What follows belongs to an exercise in optimizing a design on an open flow for small area and a short achievable clock period; a production flow would make more cautious choices.
In this exercise RTL edits were held to simulation tests only and were not proved equivalent to the original.

File: run.sh
#!/bin/bash
# synth_recipe.tcl (not shown) runs the flow's synth.tcl, then flattens the netlist and writes it again
# the make line also repeats each setting of config.mk as NAME=value (left out here)
make -C /OpenROAD-flow-scripts/flow DESIGN_CONFIG=/design/flow/config.mk WORK_HOME=/design/flow/orfs CLKGATE_MAP_FILE= SYNTH_SCRIPT=/design/flow/synth_recipe.tcl finish
File: config.mk
export PLATFORM = sky130hd
export DESIGN_NAME = Execution
export DESIGN_NICKNAME = Execution
export VERILOG_FILES = /design/flow/design.v
export SDC_FILE = /design/flow/constraint.sdc
export NUM_CORES = 4
export LEC_CHECK = 0
export CAP_MARGIN = 20
export CORE_MARGIN = 2
export CORE_UTILIZATION = 40
export SLEW_MARGIN = 20
File: constraint.sdc
create_clock -name core_clock -period 9.0 [get_ports {clk}]
set_input_delay 1.8000 -clock core_clock [delete_from_list [all_inputs] [get_ports {clk}]]
set_output_delay 1.8000 -clock core_clock [all_outputs]
set_load 0.01 [all_outputs]
File: design.v
module Execution(
    input wire clk,
    input wire rst,  
    input wire [6:0] opcode,
    input wire [4:0] dstin,
    input wire [31:0] src1,
    input wire [31:0] src2,
    input wire [9:0] offsetlo,
    output reg [31:0] result,
    output reg [6:0] memOp,
    output reg [9:0]MemAddr,  
    input wire enable, 
    output wire Nop21     
    );
    reg Nop21_reg;
    reg doneMult;  
    reg multing;
    assign Nop21 = (doneMult==1'b1) ? 1'b0 : (opcode == 7'h02) ? 1'b1: Nop21_reg;
    reg [31:0]reg0;
    reg [31:0]reg1;
    reg [31:0]reg2;
    reg [31:0]reg3;
    reg [2:0]count;
    always @(posedge clk)begin
        if (rst==1'b1) begin  
            doneMult<=1'b0;
            multing<=1'b0;
            count<=3'd0;
            Nop21_reg<=1'b0;
            result<=32'd0;
        end else if(enable==1'b1) begin
            case(opcode)
                7'h00: result<=src1+src2;
                7'h01: result<=src1-src2;
                7'h02: begin  
                    if (multing==1'b0) begin
                        reg0<=src1*src2;
                        multing<=1'b1;
                        Nop21_reg<=1'b1;
                        count<=3'd0;
                    end else if (count==3'd4)begin
                        doneMult<=1'b1;
                        multing<=1'b0;
                        Nop21_reg<=1'b0;
                        count<=3'd0;
                    end else begin
                        count<=count+1;
                        reg1<=reg0;
                        reg2<=reg1;
                        reg3<=reg2;
                        result<=reg3;
                    end
                end
                7'h10: begin  
                    result<=src1;
                    MemAddr<=offsetlo+dstin;
                    memOp<=7'h10;
                end
                7'h11: begin  
                    result<=src1;
                    MemAddr<=offsetlo+dstin;
                    memOp<=7'h11;
                end
                7'h12: begin  
                    result<=src1;
                    MemAddr<=offsetlo+dstin;
                    memOp<=7'h12;
                end
                7'h13: begin  
                    result<=src1;
                    MemAddr<=offsetlo+dstin;
                    memOp<=7'h13;
                end
                7'h3F: ;
                default: result<=32'hFFFFFFFF;
            endcase
        end
    end
endmodule
==> impl_metrics.json, run 1 <==
{
  "antenna_cells": 0,
  "min_path_type": "reg -> reg",
  "ys_warn_count": 1,
  "layout.filler_cells": 5728,
  "synth_register_bits": 178,
  "htree_num_levels": 4,
  "status": "finished clean",
  "crit_path_end_kind": "flop",
  "layoutNonFillerInstCount": 3462,
  "tritoncts": "built",
  "final-hold-violation-count": 0,
  "drt-wirelength-per-cell_um": 20.8,
  "post-route-period-util": 0.962,
  "cap_violations": 0,
  "routed_wl_um": 72100,
  "pin_count": 139,
  "fp.dieW_um": 250,
  "worst_clock_skew_ns": 0.0109,
  "synthFlopType": "sky130_fd_sc_hd__edfxtp_1",
  "max-clock-path-buffers": 2,
  "vias_in_the_first_global_route": 19400,
  "finalWeightedCongestion": 0.927,
  "initialDrtViolationCount": 1307,
  "min_from": "reg2[30]$_DFFE_PP_",
  "fp.dieArea_sq_um": 62600,
  "clk_root_buffer_cell": "sky130_fd_sc_hd__clkbuf_16",
  "worst_hold_depth": 0,
  "synth.area.top_cells": "sky130_fd_sc_hd__fa_1 (34%), sky130_fd_sc_hd__edfxtp_1 (17%), sky130_fd_sc_hd__ha_1 (8.4%), sky130_fd_sc_hd__and2_1 (7.5%), sky130_fd_sc_hd__inv_1 (6.5%)",
  "cts_inserted_buffers": 17,
  "drt_pass1_iterations": 7,
  "worst-path-max-fanout": 11,
  "grt_setup_unrepaired": "no",
  "number_of_cells_traversed_by_the_worst_register_to_register_path": 7,
  "regToRegSetupSlack_ns": 6.29,
  "seqCellArea_sq_um": 4960,
  "slew_headroom": 0.497,
  "buffers_inserted_by_post_cts_timing_repair": 0,
  "crit_start": "src1[15]",
  "worst_r2r_startpoint": "count[0]$_SDFFE_PP0P_",
  "portion_of_synthesized_cell_area_occupied_by_the_leading_cell_type": 0.338,
  "multi_input_comb_area_sq_um": 17200,
  "crit_path_max_incr_delay_ns": 0.55,
  "achievable-frequency_ghz": 0.116,
  "synthDominantAreaCellType": "sky130_fd_sc_hd__fa_1",
  "dr_vias_cell": 5.22,
  "layout.nets": 3330,
  "fin_crit_ns": 8.65,
  "place_area_sq_um": 27700,
  "grt_overflow": 0,
  "grt_antenna_before_repair": 3,
  "synth.yosys.seq_area_share": 0.205,
  "postSynth.asyncResetShare": 0,
  "port-buffer-count": 133,
  "clk_pin_slew_worst_paths_ns": 0.07,
  "number_of_flops_mapped_to_enable_cells_by_yosys": 140,
  "clock_insertion_delay_worst_skew_ns": 0.44,
  "place_inst": 3430,
  "initial_utilization": 0.403,
  "area.growth.synth_to_final_pct": 16.6,
  "worst_max_slew_pin_slew_ns": 0.752,
  "synthesized_instance_count": 2474,
  "floorplan.core_area_sq_um": 60100,
  "finalHoldWorstSlack_ns": 0.414,
  "worstSetupPathType": "in -> reg",
  "drive_gt1_frac": 0.0862,
  "synth.distinct_cells": 67,
  "dp.final_hpwl_um": 58700,
  "grt_usage": 0.236,
  "final-max-slew-violation-count": 0,
  "placement_rows": 90,
  "grt_max_degree": 55,
  "routed-via-count": 18100,
  "cts_num_sinks": 178,
  "cp.required_ns": 9.18,
  "final_antenna_net_count": 0,
  "syn_area_per_cell_sq_um": 9.80,
  "layout.cell_area.non_filler_sq_um": 28300,
  "die-height_um": 250,
  "timing.critical_path.slowest_stage_cell": "sky130_fd_sc_hd__fa_1",
  "utilization": 0.470,
  "rr_endpoint": "reg3[19]$_DFFE_PP_",
  "launching_element_type_of_the_critical_path": "input port",
  "drc_errors": 0,
  "worstPathArrival_ns": 8.84,
  "syn_area_sq_um": 24300,
  "grt_first_pass_wirelength_um": 113000,
  "setup_viol": 0,
  "hold_crit_endpoint": "reg3[30]$_DFFE_PP_",
  "critical-path-top-cell-by-count": "sky130_fd_sc_hd__fa_1"
}
==> synth_stat cells, drive strengths merged, types with 9 or more instances <==
| cell | count |
|---|---|
| inv | 420 |
| fa | 410 |
| nand2 | 300 |
| and2 | 291 |
| ha | 163 |
| edfxtp | 140 |
| clkbuf | 117 |
| xnor2 | 101 |
| a21oi | 83 |
| o21ai | 73 |
| nor2 | 52 |
| xor2 | 46 |
| dfxtp | 38 |
| a221oi | 29 |
| a21o | 27 |
| buf | 19 |
| nand3 | 19 |
| nor3 | 14 |
| o21a | 11 |
| a31oi | 9 |
| and3 | 9 |
| nand2b | 9 |
==> kinds of logic after synthesis <==
logic type	count (synthesis)	share of synthesized area
AO/OA/AOI/OAI	286	0.0761
XOR/XNOR	147	0.0531
adder cells (fa/ha/maj)	573	0.423
buffers and inverters	556	0.0876
flip-flops	178	0.205
multiplexers	1	0.000413
other	2	0.000310
AND/OR/NAND/NOR	731	0.155
==> per-layer routing <==
layer	vias to the layer above	GRT usage	wire length, um
li1	8104	-	-
met1	9318	0.320	31300
met2	568	0.404	35000
met3	95	0.0328	4290
met4	0	0.0472	1500
met5	-	0	0
==> metrics by stage <==
step | worst slack, ns | TNS, ns
6_report | 0.346 | 0
5_1_grt | 0.00116 | 0
4_1_cts | 0.165 | 0
3_5_place_dp | -0.283 | -1.02
3_3_place_gp | -0.195 | -0.447
2_1_floorplan | 0.549 | 0
==> worst max-delay path, delay by kind of cell <==
family                   cells  cell delay [ns]
AND/OR/NAND/NOR              2             0.43
XOR/XNOR                     1             0.15
adder cells (fa/ha/maj)      9             4.23
AO/OA/AOI/OAI                7             1.10
buffers and inverters        8             1.13
==> cell type report <==
cell class / instances / area share
Multi-Input combinational cell: 1743 / 0.609
Sequential cell: 178 / 0.176
Timing Repair Buffer: 308 / 0.105
Inverter: 420 / 0.0557
Tap cell: 782 / 0.0346
Clock buffer: 17 / 0.0150
Clock inverter: 14 / 0.00540
==> layout by cell type, fill, tap and decap left out, types with 27 or more instances in the layout <==
cell and count:
sky130_fd_sc_hd__o21ai_0 67, sky130_fd_sc_hd__fa_1 410, sky130_fd_sc_hd__ha_1 163, sky130_fd_sc_hd__nand2_1 298
sky130_fd_sc_hd__inv_1 420, sky130_fd_sc_hd__xor2_1 46, sky130_fd_sc_hd__a21oi_1 82, sky130_fd_sc_hd__and2_1 291
sky130_fd_sc_hd__a21o_1 27, sky130_fd_sc_hd__dfxtp_1 38, sky130_fd_sc_hd__nor2_1 50, sky130_fd_sc_hd__xnor2_1 101
sky130_fd_sc_hd__a221oi_1 29, sky130_fd_sc_hd__buf_4 150, sky130_fd_sc_hd__clkdlybuf4s50_1 131, sky130_fd_sc_hd__edfxtp_1 140
==> timing repair <==
action                     CTS  global route
hold buffers                 0             0
setup endpoints to repair    0             4
resized for setup            0             4
==> worst max-delay path by stage <==
stage                               to
floorplan           reg0[30]$_DFFE_PP_
global placement    reg0[30]$_DFFE_PP_
detailed placement  reg0[30]$_DFFE_PP_
CTS                 reg0[30]$_DFFE_PP_
global route        reg0[30]$_DFFE_PP_
finish              reg0[31]$_DFFE_PP_
==> run 2: changes to the inputs <==
==> design.v (replaced) <==
module Execution(
    input wire clk,
    input wire rst,
    input wire [6:0] opcode,
    input wire [4:0] dstin,
    input wire [31:0] src1,
    input wire [31:0] src2,
    input wire [9:0] offsetlo,
    output reg [31:0] result,
    output wire [6:0] memOp,
    output reg [9:0] MemAddr,
    input wire enable,
    output wire Nop21
    );
    reg doneMult;
    reg [2:0] phase;    
    reg [31:0] ma;      
    reg [31:0] mb;      
    reg [1:0] mop;      
    wire multing = (phase != 3'd0);
    wire isMul = (opcode == 7'h02);
    assign Nop21 = ~doneMult & (isMul | multing);
    assign memOp = {5'b00100, mop};
    wire isLS = (opcode[6:2] == 5'b00100);
    wire [31:0] mac = result + ma * mb[7:0];
    always @(posedge clk) begin
        if (rst) begin
            doneMult <= 1'b0;
            phase <= 3'd0;
            result <= 32'd0;
        end else if (enable) begin
            case (opcode)
                7'h00: result <= src1 + src2;
                7'h01: result <= src1 - src2;
                7'h02: begin
                    if (phase == 3'd0) begin
                        result <= 32'd0;
                        phase <= 3'd1;
                    end else if (phase == 3'd5) begin
                        doneMult <= 1'b1;
                        phase <= 3'd0;
                    end else begin
                        result <= mac;
                        phase <= phase + 3'd1;
                    end
                end
                7'h10, 7'h11, 7'h12, 7'h13: result <= src1;
                7'h3F: ;
                default: result <= 32'hFFFFFFFF;
            endcase
        end
    end
    always @(posedge clk) begin
        if (enable & isMul) begin
            if (phase == 3'd0) begin
                ma <= src1;
                mb <= src2;
            end else begin
                ma <= {ma[23:0], 8'd0};
                mb <= {8'd0, mb[31:8]};
            end
        end
    end
    always @(posedge clk) begin
        if (~rst & enable & isLS) begin
            MemAddr <= offsetlo + {5'd0, dstin};
            mop <= opcode[1:0];
        end
    end
endmodule
==> run 2 against run 1 <==
Effect of this change: final area decreased by 40%; utilization decreased by 0.53 points; critical endpoint is now result[28]$_SDFFE_PP0P_; wire length decreased by 41%; critical path depth decreased by 12; still clean; worst setup slack improved by 2.4 ns; register-to-register slack got worse by 3.3 ns; clock skew decreased by 0.0020 ns; synthesized cell count decreased by 33%.
==> impl_metrics.json, run 2 <==
{
  "tritoncts": "built",
  "htree_num_levels": 3,
  "grt_setup_unrepaired": "no",
  "synthFlopType": "sky130_fd_sc_hd__edfxtp_1",
  "initial_utilization": 0.408,
  "synth.area.top_cells": "sky130_fd_sc_hd__fa_1 (25%), sky130_fd_sc_hd__edfxtp_1 (15%), sky130_fd_sc_hd__and2_1 (7.1%), sky130_fd_sc_hd__inv_1 (6.7%), sky130_fd_sc_hd__ha_1 (6.5%)",
  "critical-path-top-delay-family": "simple AND/OR/NAND/NOR gates",
  "drc_errors": 0,
  "grt_max_degree": 68,
  "fp.dieArea_sq_um": 39000,
  "crit_path_max_incr_delay_ns": 0.48,
  "fin_crit_ns": 6.25,
  "finalWeightedCongestion": 0.893,
  "cts_num_sinks": 112,
  "buffers_inserted_by_post_cts_timing_repair": 0,
  "postSynth.asyncResetShare": 0,
  "dp.final_hpwl_um": 33400,
  "worstPathArrival_ns": 6.50,
  "setup_viol": 0,
  "routed-via-count": 12100,
  "fp.dieW_um": 197,
  "cts_inserted_buffers": 9,
  "cp.required_ns": 9.25,
  "top_regs": "ma x32, mb x32, result x32",
  "placement_rows": 70,
  "layout_common_cells": "sky130_fd_sc_hd__inv_1 (268), sky130_fd_sc_hd__fa_1 (188), sky130_fd_sc_hd__and2_1 (168)",
  "total_of_hold_buffers_inserted_after_clock_tree_synthesis": 0,
  "worstPathBufferInverterCount": 2,
  "final_antenna_net_count": 0,
  "grt_antenna_before_repair": 0,
  "timing.critical_path.slowest_stage_cell": "sky130_fd_sc_hd__and2_1",
  "synthesized_instance_count": 1649,
  "area.growth.synth_to_final_pct": 14.1,
  "pin_count": 139,
  "worstSetupPathType": "in -> reg",
  "layout.nets": 2104,
  "achievable-frequency_ghz": 0.160,
  "post-synth-top-count-cell": "sky130_fd_sc_hd__inv_1",
  "launching_element_type_of_the_critical_path": "input port",
  "synth_commonest_cells": "sky130_fd_sc_hd__inv_1 (268), sky130_fd_sc_hd__fa_1 (188), sky130_fd_sc_hd__and2_1 (169)",
  "clk_root_buffer_cell": "sky130_fd_sc_hd__clkbuf_16",
  "portion_of_synthesized_cell_area_occupied_by_the_leading_cell_type": 0.252,
  "dr_vias_cell": 5.44,
  "drt_pass1_iterations": 5,
  "setup_tns_ns": 0,
  "drive_gt1_frac": 0.0547,
  "grt_overflow": 0,
  "ys_warn_count": 1,
  "crit_chain": "clkdlybuf4s50_1, nor4_1, nor3b_2, buf_4, and2_1, mux2i_1, fa_1, a211oi_1, o21ai_0, o211a_1, o21ai_1, a211oi_1, or4_1, a31oi_1, o21ai_0",
  "final-hold-violation-count": 0,
  "worst-path-max-fanout": 32,
  "status": "finished clean",
  "min_path_type": "reg -> reg",
  "worst_max_slew_pin_slew_ns": 0.990,
  "clk_pin_slew_worst_paths_ns": 0.08,
  "synth.distinct_cells": 71,
  "floorplan.core_area_sq_um": 36700,
  "die-height_um": 197,
  "grt_first_pass_wirelength_um": 68600,
  "postCtsResizedCells": 0,
  "port-buffer-count": 133,
  "final-max-slew-violation-count": 0,
  "slew_headroom": 0.340,
  "crit_path_end_kind": "flop",
  "worst_clock_skew_ns": 0.00887,
  "drt-wirelength-per-cell_um": 19.2,
  "max-clock-path-buffers": 2,
  "synth_register_bits": 112,
  "initialDrtViolationCount": 647,
  "clock_insertion_delay_worst_skew_ns": 0.37,
  "routed_wl_um": 42700,
  "cap_violations": 0,
  "vias_in_the_first_global_route": 12300,
  "synth.yosys.seq_area_share": 0.201,
  "number_of_flops_mapped_to_enable_cells_by_yosys": 76,
  "post-route-period-util": 0.695,
  "mostFrequentLayoutCell": "sky130_fd_sc_hd__inv_1",
  "syn_area_per_cell_sq_um": 9.07,
  "synthDominantAreaCellType": "sky130_fd_sc_hd__fa_1",
  "regToRegSetupSlack_ns": 2.98,
  "grt_usage": 0.227,
  "layout.filler_cells": 3487,
  "antenna_cells": 0,
  "syn_area_sq_um": 15000
}
## run 2: cell types whose count changed after synthesis, sizes merged, moves of 51 or more
cell    before  now
and2       291  169
clkbuf     117   54
nand2      300  144
inv        420  268
xnor2      101   50
fa         410  188
edfxtp     140   76
ha         163   78
## run 2: logic make-up after synthesis
logic type	share of synthesized area
adder cells (fa/ha/maj)	0.317
flip-flops	0.201
other	0.000502
AND/OR/NAND/NOR	0.178
XOR/XNOR	0.0503
AO/OA/AOI/OAI	0.128
multiplexers	0.0415
buffers and inverters	0.0842
## run 2: tightest hold or removal path, cell delays in order (launching register included)
cell and delay, ns:
sky130_fd_sc_hd__dfxtp_1 0.32, sky130_fd_sc_hd__a31oi_1 0.04, sky130_fd_sc_hd__nor2_1 0.07
## run 2: layer usage
layer | GRT usage | vias up | wire length [um] | part of all wire
li1 | - | 5675 | - | -
met5 | 0 | - | 0 | 0
met2 | 0.373 | 394 | 19800 | 0.46
met3 | 0.0297 | 56 | 2470 | 0.058
met4 | 0.0565 | 0 | 903 | 0.021
met1 | 0.319 | 5956 | 19500 | 0.46
## run 2: final timing paths
path	start	to	cells past startpoint
hold reg to reg	doneMult$_SDFFE_PP0P_	doneMult$_SDFFE_PP0P_	2
setup / recovery	opcode[5]	result[28]$_SDFFE_PP0P_	15
setup reg to reg	mb[7]$_DFFE_PP_	result[28]$_SDFFE_PP0P_	17
hold / removal	doneMult$_SDFFE_PP0P_	doneMult$_SDFFE_PP0P_	2
## run 2: per-stage QoR
stage | util | cell area [sq um] | instances | setup slack [ns] | hold WS, ns
CTS | 0.465 | 17100 | 2222 | 2.80 | 0.472
global placement | 0.457 | 16800 | 2206 | 2.53 | 0.454
global route | 0.465 | 17100 | 2222 | 2.30 | 0.527
floorplan | - | 15000 | 1652 | 3.53 | 0.438
finish | 0.465 | 17100 | 2222 | 2.75 | 0.468
detailed placement | 0.457 | 16800 | 2206 | 2.40 | 0.454
## run 2: layout make-up
| cell class | instances | area, sq um | area share |
|---|---|---|---|
| Timing Repair Buffer | 148 | 1440 | 0.0846 |
| Sequential cell | 112 | 3000 | 0.176 |
| Tap cell | 468 | 586 | 0.0343 |
| Clock inverter | 7 | 62.6 | 0.00367 |
| Clock buffer | 9 | 225 | 0.0132 |
| Inverter | 268 | 1010 | 0.0590 |
| Multi-Input combinational cell | 1210 | 10700 | 0.629 |

separate check: timing with driven ports:
No port has a modelled driver above. Below, the same layouts with a new extraction and two added sets of constraints.
Step 1 (the two cells are an assumption about what drives the block):
set clk [get_ports {clk}]
set_driving_cell -lib_cell sky130_fd_sc_hd__clkbuf_16 $clk
set_driving_cell -lib_cell sky130_fd_sc_hd__buf_2 [delete_from_list [all_inputs] $clk]
Step 2, shift: input delay + t, output delay - t, t = (earliest + latest rising clock arrival at the registers) / 2. This alone moves slack from input paths to output paths.
a / b / c = no drivers / after step 1 / after step 2; a / b = the first two.
run	t (ns)	slack for setup (ns)	worst hold slack (ns)	worst setup path at the end	cell pins on the clock port's net
run 1	0.479	0.346 / 0.371 / -0.109	0.414 / 0.414 / 0.414	input to register	1
run 2	0.409	2.746 / 2.771 / 2.362	0.468 / 0.468 / 0.468	input to register	1
With both steps, setup timing fails in run 1, where it was met with ideal ports. For run 1, which loses most, drivers alone change the setup slack by +0.025 ns; drivers and shift together by -0.455 ns.
